Source: an optimization exercise on an open RTL-to-GDS flow (aim: small area). Production flows keep margins and buffers that such runs may drop.
The RTL was checked by simulation tests, not by an equivalence proof against the original design.

==> v17: inputs <==
## systolic_tensor_array
module systolic_tensor_array (
    input   logic    clk              
    ,input  logic    reset            
    ,input  logic    stall            
    ,input  logic [31:0]  A0          
    ,input  logic [31:0]  A1          
    ,input  logic [31:0]  A2          
    ,input  logic [31:0]  A3          
    ,input  logic [31:0]  B0          
    ,input  logic [31:0]  B1          
    ,input  logic [31:0]  B2          
    ,input  logic [31:0]  B3          
    ,input  logic [3:0]   load_bias0  
    ,input  logic [3:0]   load_bias1  
    ,input  logic [3:0]   load_bias2  
    ,input  logic [3:0]   load_bias3  
    ,input  logic [127:0] bias0       
    ,input  logic [127:0] bias1       
    ,input  logic [127:0] bias2       
    ,input  logic [127:0] bias3       
    ,output logic [127:0] C0          
    ,output logic [127:0] C1          
    ,output logic [127:0] C2          
    ,output logic [127:0] C3          
    ,output logic   sta_idle          
);
    localparam int N = 4;
    logic [N-1:0][N-1:0][31:0] A_data;
    logic [N-1:0][N-1:0][31:0] B_data;
    logic [N-1:0][N-1:0]       A_nz;      
  ...
Settings: LEC_CHECK=0, ABC_AREA=1, CAP_MARGIN=20, CORE_MARGIN=2, CORE_UTILIZATION=55, SLEW_MARGIN=20, SYNTH_HIERARCHICAL=1; clock period 12.0 ns.
standard.sh (not shown) runs the stock make flow with config.mk's settings and CLKGATE_MAP_FILE= SYNTH_SCRIPT=/design/flow/synth_recipe.tcl, a recipe that flattens the netlist after the stock synthesis.
==> flow/flow/run.sh <==
#!/bin/bash
# Standard ORFS layout, with the port buffers made from the smallest buffer cell.
set -euo pipefail
export BUFFER_PORTS_ARGS="-buffer_cell sky130_fd_sc_hd__buf_1"
bash standard.sh > standard_flow.log 2>&1
==> inputs of v36, as changes to v17 <==
--- a/flow/design.v
+++ b/flow/design.v
@@ -8,24 +8,63 @@
 module pe_ha (
     input  logic a, b,
     output logic s, co
 );
     assign s  = a ^ b;
     assign co = a & b;
 endmodule
+module pe_benc (
+    input  logic hi, mid, lo,
+    output logic one, two
+);
+    assign one = mid ^ lo;
+    assign two = (hi & ~mid & ~lo) | (~hi & mid & lo);
+endmodule
+module pe_bsel (
+    input  logic one, two, b0, b1, neg,
+    output logic x
+);
+    assign x = ((one & b0) | (two & b1)) ^ neg;
+endmodule
+module pe_bseln (
+    input  logic one, two, b0, b1, neg,
+    output logic x
+);
+    assign x = ~(((one & b0) | (two & b1)) ^ neg);
+endmodule
+module pe_and (
+    input  logic a, b,
+    output logic y
+);
+    assign y = a & b;
+endmodule
+module pe_andn (
+    input  logic a, b,
+    output logic y
+);
+    assign y = a & ~b;
+endmodule
+module pe_out (
+    input  logic reset, load, bias, x,
+    output logic y
+);
+    assign y = ~reset & (load ? bias : x);
+endmodule
 module pe_pfx (
     input  logic [31:18] acc,
     output logic [31:18] p1, p0
 );
     assign p1[18] = 1'b1;
     assign p0[18] = 1'b1;
+    assign p1[19] = acc[18];
+    assign p0[19] = ~acc[18];
     generate
-        for (genvar i = 19; i < 32; i++) begin : gen_pfx
-            assign p1[i] = p1[i-1] & acc[i-1];
-            assign p0[i] = p0[i-1] & ~acc[i-1];
+        for (genvar i = 20; i < 32; i++) begin : gen_pfx
+            pe_and  u_p1 (.a(p1[i-1]), .b(acc[i-1]), .y(p1[i]));
+            pe_andn u_p0 (.a(p0[i-1]), .b(acc[i-1]), .y(p0[i]));
         end
     endgenerate
 endmodule
 module tensor_process_elem (
     input  logic reset
     ,input  logic load_bias
     ,input  logic [31:0] bias_in
@@ -34,16 +73,16 @@
     ,input  logic [31:0] top_in
     ,input  logic [31:0] acc
     ,output logic [31:0] acc_d
 );
     logic [31:0] a, b;
     logic [18:0] L;
     logic [31:0] nxt;
-    assign a = left_in;
-    assign b = top_in & {32{en}};
+    assign a = left_in & {32{en}};
+    assign b = top_in;
     wire te1, te2, te3, tp4, tp5, tp6, tp7, tp8, tp9, tp10, tp11, tp12, tp13, te14, te15, te16, tp17, tp18, tp19, tp20, tp21, tp22, tp23, tp24, tp25, tp26, te27, te28, te29, tp30, tp31, tp32, tp33, tp34, tp35, tp36, tp37, tp38, tp39, te40, te41, te42, tp43, tp44, tp45, tp46, tp47, tp48, tp49, tp50, tp51, tp52, te53, te54, te55, tp56, tp57, tp58, tp59, tp60, tp61, tp62, tp63, tp64, tp65, te66, te67, te68, tp69, tp70, tp71, tp72, tp73, tp74, tp75, tp76, tp77, tp78, te79, te80, te81, tp82, tp83, tp84, tp85, tp86, tp87, tp88, tp89, tp90, tp91, te92, te93, te94, tp95, tp96, tp97, tp98, tp99, tp100, tp101, tp102, tp103, tp104, te105, te106, te107, tp108, tp109, tp110, tp111, tp112, tp113, tp114, tp115, tp116, tp117, te118, te119, te120, tp121, tp122, tp123, tp124, tp125, tp126, tp127, tp128, tp129, tp130, te131, te132, te133, tp134, tp135, tp136, tp137, tp138, tp139, tp140, tp141, tp142, tp143, te144, te145, te146, tp147, tp148, tp149, tp150, tp151, tp152, tp153, tp154, tp155, tp156, te157, te158, te159, tp160, tp161, tp162, tp163, tp164, tp165, tp166, tp167, tp168, tp169, te170, te171, te172, tp173, tp174, tp175, tp176, tp177, tp178, tp179, tp180, tp181, tp182, te183, te184, te185, tp186, tp187, tp188, tp189, tp190, tp191, tp192, tp193, tp194, tp195, te196, te197, te198, tp199, tp200, tp201, tp202, tp203, tp204, tp205, tp206, tp207, tp208, ts209, tc210, ts211, tc212, ts213, tc214, ts215, tc216, ts217, tc218, ts219, tc220, ts221, tc222, ts223, tc224, ts225, tc226, ts227, tc228, ts229, tc230, ts231, tc232, ts233, tc234, ts235, tc236, ts237, tc238, ts239, tc240, ts241, tc242, ts243, tc244, ts245, tc246, ts247, tc248, ts249, tc250, ts251, tc252, ts253, tc254, ts255, tc256, ts257, tc258, ts259, tc260, ts261, tc262, ts263, tc264, ts265, tc266, ts267, tc268, ts269, tc270, ts271, tc272, ts273, tc274, ts275, tc276, ts277, tc278, ts279, tc280, ts281, tc282, ts283, tc284, ts285, tc286, ts287, tc288, ts289, tc290, ts291, tc292, ts293, tc294, ts295, tc296, ts297, tc298, ts299, tc300, ts301, tc302, ts303, tc304, ts305, tc306, ts307, tc308, ts309, tc310, ts311, tc312, ts313, tc314, ts315, tc316, ts317, tc318, ts319, tc320, ts321, tc322, ts323, tc324, ts325, tc326, ts327, tc328, ts329, tc330, ts331, tc332, ts333, tc334, ts335, tc336, ts337, tc338, ts339, tc340, ts341, tc342, ts343, tc344, ts345, tc346, ts347, tc348, ts349, tc350, ts351, tc352, ts353, tc354, ts355, tc356, ts357, tc358, ts359, tc360, ts361, tc362, ts363, tc364, ts365, tc366, ts367, tc368, ts369, tc370, ts371, tc372, ts373, tc374, ts375, tc376, ts377, tc378, ts379, tc380, ts381, tc382, ts383, tc384, ts385, tc386, ts387, tc388, ts389, tc390, ts391, tc392, ts393, tc394, ts395, tc396, ts397, tc398, ts399, tc400, ts401, tc402, ts403, tc404, ts405, tc406, ts407, tc408, ts409, tc410, ts411, tc412, ts413, tc414, ts415, tc416, ts417, tc418, ts419, tc420, ts421, tc422, ts423, tc424, ts425, tc426, ts427, tc428, ts429, tc430, ts431, tc432, ts433, tc434, ts435, tc436, ts437, tc438, ts439, tc440, ts441, tc442, ts443, tc444, ts445, tc446, ts447, tc448, ts449, tc450, ts451, tc452, ts453, tc454, ts455, tc456, ts457, tc458, ts459, tc460, ts461, tc462, ts463, tc464, ts465, tc466, ts467, tc468, ts469, tc470, ts471, tc472, ts473, tc474, ts475, tc476, ts477, tc478, ts479, tc480, ts481, tc482, ts483, tc484, ts485, tc486, ts487, tc488, ts489, tc490, ts491, tc492, ts493, tc494, ts495, tc496, ts497, tc498, ts499, tc500, ts501, tc502, ts503, tc504, ts505, tc506, ts507, tc508, ts509, tc510, ts511, tc512, ts513, tc514, ts515, tc516, ts517, tc518, ts519, tc520, ts521, tc522, ts523, tc524, ts525, tc526, ts527, tc528, ts529, tc530, tr531, tg532, tr533, tq534, tk535, ts536, tc537, ts538, tc539, ts540, tc541, ts542, tc543, tr544, tg545, tr546, tq547, tg548, tr549, tq550, tg551, tr552, tq553, tg554, tr555, tq556, tk557;
     assign te1 = a[0] ^ 1'b0;
     assign te2 = (a[1] & ~a[0] & ~1'b0) | (~a[1] & a[0] & 1'b0);
     assign te3 = a[1];
     assign tp4 = ((te1 & b[0]) | (te2 & 1'b0)) ^ te3;
     assign tp5 = ((te1 & b[1]) | (te2 & b[0])) ^ te3;
     assign tp6 = ((te1 & b[2]) | (te2 & b[1])) ^ te3;
==> flow/flow/run.sh (replaced) <==
#!/bin/bash
# Standard ORFS layout (the standard.sh), with two changes:
#  - the port buffers are made from the smallest buffer cell (buf_1);
#  - clock tree synthesis uses clkbuf_8 and inserts no dummy loads.
set -euo pipefail
export BUFFER_PORTS_ARGS="-buffer_cell sky130_fd_sc_hd__buf_1"
export CTS_ARGS="-sink_clustering_enable -repair_clock_nets -dont_use_dummy_load -buf_list sky130_fd_sc_hd__clkbuf_8"
bash standard.sh > standard_flow.log 2>&1
Settings changed: CORE_UTILIZATION 55 to 60.
==> inputs of v18, as changes to v17 <==
==> flow/flow/run.sh (replaced) <==
#!/bin/bash
# Standard ORFS layout (the standard.sh), with two changes:
#  - the port buffers are made from the smallest buffer cell (buf_1);
#  - clock tree synthesis uses clkbuf_8 and inserts no dummy loads.
set -euo pipefail
export BUFFER_PORTS_ARGS="-buffer_cell sky130_fd_sc_hd__buf_1"
export CTS_ARGS="-sink_clustering_enable -repair_clock_nets -dont_use_dummy_load -buf_list sky130_fd_sc_hd__clkbuf_8"
bash standard.sh > standard_flow.log 2>&1
Settings changed: CORE_UTILIZATION 55 to 65.
==> summary.txt <==
status complete, no violations; hold_ws 451 ps; number of inserted diodes 30; Seq/Total Area, Yosys 21.8%; Final Cycle Share 85.4%; post-route cell area 167000 sq um; R2R depth 25; Final clock-cell share 3.26%; Initial Utilization 55.4%
[end of results for v17]
==> summary.txt <==
Final Cycle Share 88.3%; status complete, no violations; hold_ws 363 ps; R2R depth 29; Initial Utilization 60.3%; Seq/Total Area, Yosys 21.6%; number of inserted diodes 85; Period minus WS final 10600 ps
[end of results for v36]
==> summary.txt <==
Final Cycle Share 86.3%; EDFF count, synth 768; R2R depth 25; number of inserted diodes 39; status complete, no violations; Initial Utilization 65.3%; Final clock-cell share 1.91%; hold_ws 435 ps; post-route cell area 164000 sq um
[end of results for v18]


==> quartz: inputs <==
Another version of the RTL of systolic_tensor_array (not shown whole).
Settings: LEC_CHECK=0, ABC_AREA=1, CAP_MARGIN=20, CORE_MARGIN=2, CORE_UTILIZATION=65, SLEW_MARGIN=20, SYNTH_HIERARCHICAL=1; clock period 12.0 ns.
==> flow/flow/run.sh <==
#!/bin/bash
# Standard ORFS layout (the standard.sh), with two changes:
#  - the port buffers are made from the smallest buffer cell (buf_1);
#  - clock tree synthesis uses clkbuf_8 and inserts no dummy loads.
set -euo pipefail
export BUFFER_PORTS_ARGS="-buffer_cell sky130_fd_sc_hd__buf_1"
export CTS_ARGS="-sink_clustering_enable -repair_clock_nets -dont_use_dummy_load -buf_list sky130_fd_sc_hd__clkbuf_8"
bash standard.sh > standard_flow.log 2>&1
==> zinc: changes against quartz <==
--- a/flow/design.v
+++ b/flow/design.v
@@ -8,281 +8,241 @@
 module pe_ha (
     input  logic a, b,
     output logic s, co
 );
     assign s  = a ^ b;
     assign co = a & b;
 endmodule
-module pe_benc (
-    input  logic hi, mid, lo,
-    output logic one, two
-);
-    assign one = mid ^ lo;
-    assign two = (hi & ~mid & ~lo) | (~hi & mid & lo);
-endmodule
-module pe_bsel (
-    input  logic one, two, b0, b1, neg,
-    output logic x
-);
-    assign x = ((one & b0) | (two & b1)) ^ neg;
-endmodule
-module pe_bseln (
-    input  logic one, two, b0, b1, neg,
-    output logic x
-);
-    assign x = ~(((one & b0) | (two & b1)) ^ neg);
-endmodule
-module pe_and (
-    input  logic a, b,
-    output logic y
-);
-    assign y = a & b;
-endmodule
-module pe_andn (
-    input  logic a, b,
-    output logic y
-);
-    assign y = a & ~b;
-endmodule
-module pe_out (
-    input  logic reset, load, bias, x,
-    output logic y
-);
-    assign y = ~reset & (load ? bias : x);
-endmodule
 module pe_pfx (
     input  logic [31:18] acc,
     output logic [31:18] p1, p0
 );
     assign p1[18] = 1'b1;
     assign p0[18] = 1'b1;
-    assign p1[19] = acc[18];
-    assign p0[19] = ~acc[18];
     generate
-        for (genvar i = 20; i < 32; i++) begin : gen_pfx
-            pe_and  u_p1 (.a(p1[i-1]), .b(acc[i-1]), .y(p1[i]));
-            pe_andn u_p0 (.a(p0[i-1]), .b(acc[i-1]), .y(p0[i]));
+        for (genvar i = 19; i < 32; i++) begin : gen_pfx
+            assign p1[i] = p1[i-1] & acc[i-1];
+            assign p0[i] = p0[i-1] & ~acc[i-1];
         end
     endgenerate
 endmodule
 module tensor_process_elem (
     input  logic reset
     ,input  logic load_bias
     ,input  logic [31:0] bias_in
     ,input  logic en
-    ,input  logic anz
     ,input  logic [31:0] left_in
     ,input  logic [31:0] top_in
     ,input  logic [31:0] acc
     ,output logic [31:0] acc_d
 );
     logic [31:0] a, b;
     logic [18:0] L;
     logic [31:0] nxt;
     assign a = left_in;
     assign b = top_in & {32{en}};
     wire te1, te2, te3, tp4, tp5, tp6, tp7, tp8, tp9, tp10, tp11, tp12, tp13, te14, te15, te16, tp17, tp18, tp19, tp20, tp21, tp22, tp23, tp24, tp25, tp26, te27, te28, te29, tp30, tp31, tp32, tp33, tp34, tp35, tp36, tp37, tp38, tp39, te40, te41, te42, tp43, tp44, tp45, tp46, tp47, tp48, tp49, tp50, tp51, tp52, te53, te54, te55, tp56, tp57, tp58, tp59, tp60, tp61, tp62, tp63, tp64, tp65, te66, te67, te68, tp69, tp70, tp71, tp72, tp73, tp74, tp75, tp76, tp77, tp78, te79, te80, te81, tp82, tp83, tp84, tp85, tp86, tp87, tp88, tp89, tp90, tp91, te92, te93, te94, tp95, tp96, tp97, tp98, tp99, tp100, tp101, tp102, tp103, tp104, te105, te106, te107, tp108, tp109, tp110, tp111, tp112, tp113, tp114, tp115, tp116, tp117, te118, te119, te120, tp121, tp122, tp123, tp124, tp125, tp126, tp127, tp128, tp129, tp130, te131, te132, te133, tp134, tp135, tp136, tp137, tp138, tp139, tp140, tp141, tp142, tp143, te144, te145, te146, tp147, tp148, tp149, tp150, tp151, tp152, tp153, tp154, tp155, tp156, te157, te158, te159, tp160, tp161, tp162, tp163, tp164, tp165, tp166, tp167, tp168, tp169, te170, te171, te172, tp173, tp174, tp175, tp176, tp177, tp178, tp179, tp180, tp181, tp182, te183, te184, te185, tp186, tp187, tp188, tp189, tp190, tp191, tp192, tp193, tp194, tp195, te196, te197, te198, tp199, tp200, tp201, tp202, tp203, tp204, tp205, tp206, tp207, tp208, ts209, tc210, ts211, tc212, ts213, tc214, ts215, tc216, ts217, tc218, ts219, tc220, ts221, tc222, ts223, tc224, ts225, tc226, ts227, tc228, ts229, tc230, ts231, tc232, ts233, tc234, ts235, tc236, ts237, tc238, ts239, tc240, ts241, tc242, ts243, tc244, ts245, tc246, ts247, tc248, ts249, tc250, ts251, tc252, ts253, tc254, ts255, tc256, ts257, tc258, ts259, tc260, ts261, tc262, ts263, tc264, ts265, tc266, ts267, tc268, ts269, tc270, ts271, tc272, ts273, tc274, ts275, tc276, ts277, tc278, ts279, tc280, ts281, tc282, ts283, tc284, ts285, tc286, ts287, tc288, ts289, tc290, ts291, tc292, ts293, tc294, ts295, tc296, ts297, tc298, ts299, tc300, ts301, tc302, ts303, tc304, ts305, tc306, ts307, tc308, ts309, tc310, ts311, tc312, ts313, tc314, ts315, tc316, ts317, tc318, ts319, tc320, ts321, tc322, ts323, tc324, ts325, tc326, ts327, tc328, ts329, tc330, ts331, tc332, ts333, tc334, ts335, tc336, ts337, tc338, ts339, tc340, ts341, tc342, ts343, tc344, ts345, tc346, ts347, tc348, ts349, tc350, ts351, tc352, ts353, tc354, ts355, tc356, ts357, tc358, ts359, tc360, ts361, tc362, ts363, tc364, ts365, tc366, ts367, tc368, ts369, tc370, ts371, tc372, ts373, tc374, ts375, tc376, ts377, tc378, ts379, tc380, ts381, tc382, ts383, tc384, ts385, tc386, ts387, tc388, ts389, tc390, ts391, tc392, ts393, tc394, ts395, tc396, ts397, tc398, ts399, tc400, ts401, tc402, ts403, tc404, ts405, tc406, ts407, tc408, ts409, tc410, ts411, tc412, ts413, tc414, ts415, tc416, ts417, tc418, ts419, tc420, ts421, tc422, ts423, tc424, ts425, tc426, ts427, tc428, ts429, tc430, ts431, tc432, ts433, tc434, ts435, tc436, ts437, tc438, ts439, tc440, ts441, tc442, ts443, tc444, ts445, tc446, ts447, tc448, ts449, tc450, ts451, tc452, ts453, tc454, ts455, tc456, ts457, tc458, ts459, tc460, ts461, tc462, ts463, tc464, ts465, tc466, ts467, tc468, ts469, tc470, ts471, tc472, ts473, tc474, ts475, tc476, ts477, tc478, ts479, tc480, ts481, tc482, ts483, tc484, ts485, tc486, ts487, tc488, ts489, tc490, ts491, tc492, ts493, tc494, ts495, tc496, ts497, tc498, ts499, tc500, ts501, tc502, ts503, tc504, ts505, tc506, ts507, tc508, ts509, tc510, ts511, tc512, ts513, tc514, ts515, tc516, ts517, tc518, ts519, tc520, ts521, tc522, ts523, tc524, ts525, tc526, ts527, tc528, ts529, tc530, tr531, tg532, tr533, tq534, tk535, ts536, tc537, ts538, tc539, ts540, tc541, ts542, tc543, tr544, tg545, tr546, tq547, tg548, tr549, tq550, tg551, tr552, tq553, tg554, tr555, tq556, tk557;
     assign te1 = a[0] ^ 1'b0;
     assign te2 = (a[1] & ~a[0] & ~1'b0) | (~a[1] & a[0] & 1'b0);
-    assign te3 = a[1] & anz;
+    assign te3 = a[1];
     assign tp4 = ((te1 & b[0]) | (te2 & 1'b0)) ^ te3;
     assign tp5 = ((te1 & b[1]) | (te2 & b[0])) ^ te3;
     assign tp6 = ((te1 & b[2]) | (te2 & b[1])) ^ te3;
     assign tp7 = ((te1 & b[3]) | (te2 & b[2])) ^ te3;
     assign tp8 = ((te1 & b[4]) | (te2 & b[3])) ^ te3;
     assign tp9 = ((te1 & b[5]) | (te2 & b[4])) ^ te3;
     assign tp10 = ((te1 & b[6]) | (te2 & b[5])) ^ te3;
     assign tp11 = ((te1 & b[7]) | (te2 & b[6])) ^ te3;
     assign tp12 = ~(((te1 & b[7]) | (te2 & b[7])) ^ te3);
     assign tp13 = te3;
     assign te14 = a[2] ^ a[1];
     assign te15 = (a[3] & ~a[2] & ~a[1]) | (~a[3] & a[2] & a[1]);
-    assign te16 = a[3] & anz;
+    assign te16 = a[3];
     assign tp17 = ((te14 & b[0]) | (te15 & 1'b0)) ^ te16;
     assign tp18 = ((te14 & b[1]) | (te15 & b[0])) ^ te16;
     assign tp19 = ((te14 & b[2]) | (te15 & b[1])) ^ te16;
     assign tp20 = ((te14 & b[3]) | (te15 & b[2])) ^ te16;
     assign tp21 = ((te14 & b[4]) | (te15 & b[3])) ^ te16;
     assign tp22 = ((te14 & b[5]) | (te15 & b[4])) ^ te16;
     assign tp23 = ((te14 & b[6]) | (te15 & b[5])) ^ te16;
     assign tp24 = ((te14 & b[7]) | (te15 & b[6])) ^ te16;
     assign tp25 = ~(((te14 & b[7]) | (te15 & b[7])) ^ te16);
     assign tp26 = te16;
     assign te27 = a[4] ^ a[3];
     assign te28 = (a[5] & ~a[4] & ~a[3]) | (~a[5] & a[4] & a[3]);
-    assign te29 = a[5] & anz;
+    assign te29 = a[5];
     assign tp30 = ((te27 & b[0]) | (te28 & 1'b0)) ^ te29;
     assign tp31 = ((te27 & b[1]) | (te28 & b[0])) ^ te29;
     assign tp32 = ((te27 & b[2]) | (te28 & b[1])) ^ te29;
     assign tp33 = ((te27 & b[3]) | (te28 & b[2])) ^ te29;
     assign tp34 = ((te27 & b[4]) | (te28 & b[3])) ^ te29;
     assign tp35 = ((te27 & b[5]) | (te28 & b[4])) ^ te29;
     assign tp36 = ((te27 & b[6]) | (te28 & b[5])) ^ te29;
     assign tp37 = ((te27 & b[7]) | (te28 & b[6])) ^ te29;
     assign tp38 = ~(((te27 & b[7]) | (te28 & b[7])) ^ te29);
     assign tp39 = te29;
     assign te40 = a[6] ^ a[5];
     assign te41 = (a[7] & ~a[6] & ~a[5]) | (~a[7] & a[6] & a[5]);
-    assign te42 = a[7] & anz;
+    assign te42 = a[7];
     assign tp43 = ((te40 & b[0]) | (te41 & 1'b0)) ^ te42;
     assign tp44 = ((te40 & b[1]) | (te41 & b[0])) ^ te42;
     assign tp45 = ((te40 & b[2]) | (te41 & b[1])) ^ te42;
     assign tp46 = ((te40 & b[3]) | (te41 & b[2])) ^ te42;
     assign tp47 = ((te40 & b[4]) | (te41 & b[3])) ^ te42;
     assign tp48 = ((te40 & b[5]) | (te41 & b[4])) ^ te42;
     assign tp49 = ((te40 & b[6]) | (te41 & b[5])) ^ te42;
     assign tp50 = ((te40 & b[7]) | (te41 & b[6])) ^ te42;
     assign tp51 = ~(((te40 & b[7]) | (te41 & b[7])) ^ te42);
     assign tp52 = te42;
     assign te53 = a[8] ^ 1'b0;
     assign te54 = (a[9] & ~a[8] & ~1'b0) | (~a[9] & a[8] & 1'b0);
-    assign te55 = a[9] & anz;
+    assign te55 = a[9];
     assign tp56 = ((te53 & b[8]) | (te54 & 1'b0)) ^ te55;
     assign tp57 = ((te53 & b[9]) | (te54 & b[8])) ^ te55;
     assign tp58 = ((te53 & b[10]) | (te54 & b[9])) ^ te55;
     assign tp59 = ((te53 & b[11]) | (te54 & b[10])) ^ te55;
     assign tp60 = ((te53 & b[12]) | (te54 & b[11])) ^ te55;
     assign tp61 = ((te53 & b[13]) | (te54 & b[12])) ^ te55;
     assign tp62 = ((te53 & b[14]) | (te54 & b[13])) ^ te55;
     assign tp63 = ((te53 & b[15]) | (te54 & b[14])) ^ te55;
     assign tp64 = ~(((te53 & b[15]) | (te54 & b[15])) ^ te55);
     assign tp65 = te55;
     assign te66 = a[10] ^ a[9];
     assign te67 = (a[11] & ~a[10] & ~a[9]) | (~a[11] & a[10] & a[9]);
-    assign te68 = a[11] & anz;
+    assign te68 = a[11];
     assign tp69 = ((te66 & b[8]) | (te67 & 1'b0)) ^ te68;
     assign tp70 = ((te66 & b[9]) | (te67 & b[8])) ^ te68;
     assign tp71 = ((te66 & b[10]) | (te67 & b[9])) ^ te68;
     assign tp72 = ((te66 & b[11]) | (te67 & b[10])) ^ te68;
     assign tp73 = ((te66 & b[12]) | (te67 & b[11])) ^ te68;
     assign tp74 = ((te66 & b[13]) | (te67 & b[12])) ^ te68;
     assign tp75 = ((te66 & b[14]) | (te67 & b[13])) ^ te68;
     assign tp76 = ((te66 & b[15]) | (te67 & b[14])) ^ te68;
     assign tp77 = ~(((te66 & b[15]) | (te67 & b[15])) ^ te68);
     assign tp78 = te68;
     assign te79 = a[12] ^ a[11];
     assign te80 = (a[13] & ~a[12] & ~a[11]) | (~a[13] & a[12] & a[11]);
-    assign te81 = a[13] & anz;
+    assign te81 = a[13];
     assign tp82 = ((te79 & b[8]) | (te80 & 1'b0)) ^ te81;
     assign tp83 = ((te79 & b[9]) | (te80 & b[8])) ^ te81;
     assign tp84 = ((te79 & b[10]) | (te80 & b[9])) ^ te81;
     assign tp85 = ((te79 & b[11]) | (te80 & b[10])) ^ te81;
     assign tp86 = ((te79 & b[12]) | (te80 & b[11])) ^ te81;
     assign tp87 = ((te79 & b[13]) | (te80 & b[12])) ^ te81;
     assign tp88 = ((te79 & b[14]) | (te80 & b[13])) ^ te81;
     assign tp89 = ((te79 & b[15]) | (te80 & b[14])) ^ te81;
     assign tp90 = ~(((te79 & b[15]) | (te80 & b[15])) ^ te81);
     assign tp91 = te81;
     assign te92 = a[14] ^ a[13];
     assign te93 = (a[15] & ~a[14] & ~a[13]) | (~a[15] & a[14] & a[13]);
-    assign te94 = a[15] & anz;
+    assign te94 = a[15];
     assign tp95 = ((te92 & b[8]) | (te93 & 1'b0)) ^ te94;
     assign tp96 = ((te92 & b[9]) | (te93 & b[8])) ^ te94;
     assign tp97 = ((te92 & b[10]) | (te93 & b[9])) ^ te94;
     assign tp98 = ((te92 & b[11]) | (te93 & b[10])) ^ te94;
     assign tp99 = ((te92 & b[12]) | (te93 & b[11])) ^ te94;
     assign tp100 = ((te92 & b[13]) | (te93 & b[12])) ^ te94;
     assign tp101 = ((te92 & b[14]) | (te93 & b[13])) ^ te94;
     assign tp102 = ((te92 & b[15]) | (te93 & b[14])) ^ te94;
     assign tp103 = ~(((te92 & b[15]) | (te93 & b[15])) ^ te94);
     assign tp104 = te94;
     assign te105 = a[16] ^ 1'b0;
     assign te106 = (a[17] & ~a[16] & ~1'b0) | (~a[17] & a[16] & 1'b0);
-    assign te107 = a[17] & anz;
+    assign te107 = a[17];
     assign tp108 = ((te105 & b[16]) | (te106 & 1'b0)) ^ te107;
     assign tp109 = ((te105 & b[17]) | (te106 & b[16])) ^ te107;
     assign tp110 = ((te105 & b[18]) | (te106 & b[17])) ^ te107;
     assign tp111 = ((te105 & b[19]) | (te106 & b[18])) ^ te107;
     assign tp112 = ((te105 & b[20]) | (te106 & b[19])) ^ te107;
     assign tp113 = ((te105 & b[21]) | (te106 & b[20])) ^ te107;
     assign tp114 = ((te105 & b[22]) | (te106 & b[21])) ^ te107;
     assign tp115 = ((te105 & b[23]) | (te106 & b[22])) ^ te107;
     assign tp116 = ~(((te105 & b[23]) | (te106 & b[23])) ^ te107);
     assign tp117 = te107;
     assign te118 = a[18] ^ a[17];
     assign te119 = (a[19] & ~a[18] & ~a[17]) | (~a[19] & a[18] & a[17]);
-    assign te120 = a[19] & anz;
+    assign te120 = a[19];
     assign tp121 = ((te118 & b[16]) | (te119 & 1'b0)) ^ te120;
     assign tp122 = ((te118 & b[17]) | (te119 & b[16])) ^ te120;
     assign tp123 = ((te118 & b[18]) | (te119 & b[17])) ^ te120;
     assign tp124 = ((te118 & b[19]) | (te119 & b[18])) ^ te120;
     assign tp125 = ((te118 & b[20]) | (te119 & b[19])) ^ te120;
     assign tp126 = ((te118 & b[21]) | (te119 & b[20])) ^ te120;
     assign tp127 = ((te118 & b[22]) | (te119 & b[21])) ^ te120;
     assign tp128 = ((te118 & b[23]) | (te119 & b[22])) ^ te120;
     assign tp129 = ~(((te118 & b[23]) | (te119 & b[23])) ^ te120);
     assign tp130 = te120;
     assign te131 = a[20] ^ a[19];
     assign te132 = (a[21] & ~a[20] & ~a[19]) | (~a[21] & a[20] & a[19]);
-    assign te133 = a[21] & anz;
+    assign te133 = a[21];
     assign tp134 = ((te131 & b[16]) | (te132 & 1'b0)) ^ te133;
     assign tp135 = ((te131 & b[17]) | (te132 & b[16])) ^ te133;
     assign tp136 = ((te131 & b[18]) | (te132 & b[17])) ^ te133;
     assign tp137 = ((te131 & b[19]) | (te132 & b[18])) ^ te133;
     assign tp138 = ((te131 & b[20]) | (te132 & b[19])) ^ te133;
     assign tp139 = ((te131 & b[21]) | (te132 & b[20])) ^ te133;
     assign tp140 = ((te131 & b[22]) | (te132 & b[21])) ^ te133;
     assign tp141 = ((te131 & b[23]) | (te132 & b[22])) ^ te133;
     assign tp142 = ~(((te131 & b[23]) | (te132 & b[23])) ^ te133);
     assign tp143 = te133;
     assign te144 = a[22] ^ a[21];
     assign te145 = (a[23] & ~a[22] & ~a[21]) | (~a[23] & a[22] & a[21]);
-    assign te146 = a[23] & anz;
+    assign te146 = a[23];
     assign tp147 = ((te144 & b[16]) | (te145 & 1'b0)) ^ te146;
     assign tp148 = ((te144 & b[17]) | (te145 & b[16])) ^ te146;
     assign tp149 = ((te144 & b[18]) | (te145 & b[17])) ^ te146;
     assign tp150 = ((te144 & b[19]) | (te145 & b[18])) ^ te146;
     assign tp151 = ((te144 & b[20]) | (te145 & b[19])) ^ te146;
     assign tp152 = ((te144 & b[21]) | (te145 & b[20])) ^ te146;
     assign tp153 = ((te144 & b[22]) | (te145 & b[21])) ^ te146;
     assign tp154 = ((te144 & b[23]) | (te145 & b[22])) ^ te146;
     assign tp155 = ~(((te144 & b[23]) | (te145 & b[23])) ^ te146);
     assign tp156 = te146;
     assign te157 = a[24] ^ 1'b0;
     assign te158 = (a[25] & ~a[24] & ~1'b0) | (~a[25] & a[24] & 1'b0);
-    assign te159 = a[25] & anz;
+    assign te159 = a[25];
     assign tp160 = ((te157 & b[24]) | (te158 & 1'b0)) ^ te159;
     assign tp161 = ((te157 & b[25]) | (te158 & b[24])) ^ te159;
     assign tp162 = ((te157 & b[26]) | (te158 & b[25])) ^ te159;
     assign tp163 = ((te157 & b[27]) | (te158 & b[26])) ^ te159;
     assign tp164 = ((te157 & b[28]) | (te158 & b[27])) ^ te159;
     assign tp165 = ((te157 & b[29]) | (te158 & b[28])) ^ te159;
     assign tp166 = ((te157 & b[30]) | (te158 & b[29])) ^ te159;
     assign tp167 = ((te157 & b[31]) | (te158 & b[30])) ^ te159;
     assign tp168 = ~(((te157 & b[31]) | (te158 & b[31])) ^ te159);
     assign tp169 = te159;
     assign te170 = a[26] ^ a[25];
     assign te171 = (a[27] & ~a[26] & ~a[25]) | (~a[27] & a[26] & a[25]);
-    assign te172 = a[27] & anz;
+    assign te172 = a[27];
     assign tp173 = ((te170 & b[24]) | (te171 & 1'b0)) ^ te172;
     assign tp174 = ((te170 & b[25]) | (te171 & b[24])) ^ te172;
     assign tp175 = ((te170 & b[26]) | (te171 & b[25])) ^ te172;
     assign tp176 = ((te170 & b[27]) | (te171 & b[26])) ^ te172;
     assign tp177 = ((te170 & b[28]) | (te171 & b[27])) ^ te172;
     assign tp178 = ((te170 & b[29]) | (te171 & b[28])) ^ te172;
     assign tp179 = ((te170 & b[30]) | (te171 & b[29])) ^ te172;
     assign tp180 = ((te170 & b[31]) | (te171 & b[30])) ^ te172;
     assign tp181 = ~(((te170 & b[31]) | (te171 & b[31])) ^ te172);
     assign tp182 = te172;
     assign te183 = a[28] ^ a[27];
     assign te184 = (a[29] & ~a[28] & ~a[27]) | (~a[29] & a[28] & a[27]);
-    assign te185 = a[29] & anz;
+    assign te185 = a[29];
     assign tp186 = ((te183 & b[24]) | (te184 & 1'b0)) ^ te185;
     assign tp187 = ((te183 & b[25]) | (te184 & b[24])) ^ te185;
     assign tp188 = ((te183 & b[26]) | (te184 & b[25])) ^ te185;
     assign tp189 = ((te183 & b[27]) | (te184 & b[26])) ^ te185;
     assign tp190 = ((te183 & b[28]) | (te184 & b[27])) ^ te185;
     assign tp191 = ((te183 & b[29]) | (te184 & b[28])) ^ te185;
     assign tp192 = ((te183 & b[30]) | (te184 & b[29])) ^ te185;
     assign tp193 = ((te183 & b[31]) | (te184 & b[30])) ^ te185;
     assign tp194 = ~(((te183 & b[31]) | (te184 & b[31])) ^ te185);
     assign tp195 = te185;
     assign te196 = a[30] ^ a[29];
     assign te197 = (a[31] & ~a[30] & ~a[29]) | (~a[31] & a[30] & a[29]);
-    assign te198 = a[31] & anz;
+    assign te198 = a[31];
     assign tp199 = ((te196 & b[24]) | (te197 & 1'b0)) ^ te198;
     assign tp200 = ((te196 & b[25]) | (te197 & b[24])) ^ te198;
     assign tp201 = ((te196 & b[26]) | (te197 & b[25])) ^ te198;
     assign tp202 = ((te196 & b[27]) | (te197 & b[26])) ^ te198;
     assign tp203 = ((te196 & b[28]) | (te197 & b[27])) ^ te198;
     assign tp204 = ((te196 & b[29]) | (te197 & b[28])) ^ te198;
     assign tp205 = ((te196 & b[30]) | (te197 & b[29])) ^ te198;
@@ -593,27 +553,20 @@
                 end else if (row == 0) begin : gen_en0c
                     assign en = !stall && A_nz[row][col];
                 end else if (col == 0) begin : gen_enr0
                     assign en = !stall && B_nz[row][col];
                 end else begin : gen_enrc
                     assign en = !stall && A_nz[row][col] && B_nz[row][col];
                 end
-                logic anz;
-                if (col == 0) begin : gen_anz0
-                    assign anz = 1'b1;
-                end else begin : gen_anzc
-                    assign anz = A_nz[row][col];
-                end
                 logic [31:0] acc_q, acc_d;
                 tensor_process_elem pe (
                     .reset(reset)
                     ,.load_bias(lb_all[row][col])
                     ,.bias_in(bias_all[row][col])
                     ,.en(en)
-                    ,.anz(anz)
                     ,.left_in(A_data[row][col])
                     ,.top_in(B_data[row][col])
                     ,.acc(acc_q)
                     ,.acc_d(acc_d)
                 );
                 always_ff @(posedge clk) begin
                     acc_q <= acc_d;
- CORE_UTILIZATION: 65 -> 70
==> summary.txt <==
Of zinc and quartz, quartz has the higher worst hold slack (gap 0.023 ns). Critical path depth: zinc is lower than quartz (1). Against quartz, the non-clock buffer count of zinc is higher by 50. Between quartz and zinc, the lower utilization is in quartz (gap 4.9 points). Against quartz, the global-route usage of zinc is higher by 3.5 points.
==> figures <==
quantity                                                                    zinc                             quartz
Xor-xnor portion of the synthesized cell area                              11.5%                              12.9%
Adder-Cell Fraction of Synth Area                                          33.7%                              33.6%
Share of layout cells above drive strength 1                               5.51%                              6.36%
Detailed-route wire length on metal 1                                  183000 um                          195000 um
Run status                                               complete, no violations            complete, no violations
Gr usage total                                                             48.1%                              44.6%
Starting density of the core                                               70.5%                              65.4%
Area of placed instances                                            160000 sq um                       162000 sq um
Worst r2r dst                                  gen_rows[1].gen_cols[3].acc_q[18]  gen_rows[3].gen_cols[3].acc_q[19]

-- re-timing with driven ports --
The results above use ideal ports. As a check the final layouts listed here were re-extracted and re-timed, cells and wires unchanged.
Step 1 (the two cells are an assumption about what drives the block):
set clk [get_ports {clk}]
set_driving_cell -lib_cell sky130_fd_sc_hd__clkbuf_16 $clk
set_driving_cell -lib_cell sky130_fd_sc_hd__buf_2 [delete_from_list [all_inputs] $clk]
Step 2, shift: input delay + t, output delay - t, t = (earliest + latest rising clock arrival at the registers) / 2. This alone moves slack from input paths to output paths.
a / b / c = ideal / step 1 / step 2; a / b = the first two.
run	t, ns	setup WS [ns]	worst hold slack (ns)	clock arrival spread, ns	worst data-port slew with drivers (ns)
v17	0.992	1.750 / 1.745 / 0.753	0.451 / 0.451 / 0.451	0.054 / 0.054	0.19
v36	1.118	1.403 / 1.392 / 0.274	0.363 / 0.363 / 0.363	0.147 / 0.146	0.26
v18	1.063	1.644 / 1.728 / 0.665	0.435 / 0.435 / 0.435	0.167 / 0.168	0.23
quartz	1.090	1.568 / 1.656 / 0.566	0.434 / 0.434 / 0.434	0.108 / 0.107	0.27
zinc	1.125	1.687 / 1.774 / 0.648	0.411 / 0.411 / 0.411	0.137 / 0.137	0.24
After both steps every run listed still meets setup and hold. For v36, which loses most, drivers alone change the setup slack by -0.011 ns; drivers and shift together by -1.129 ns.
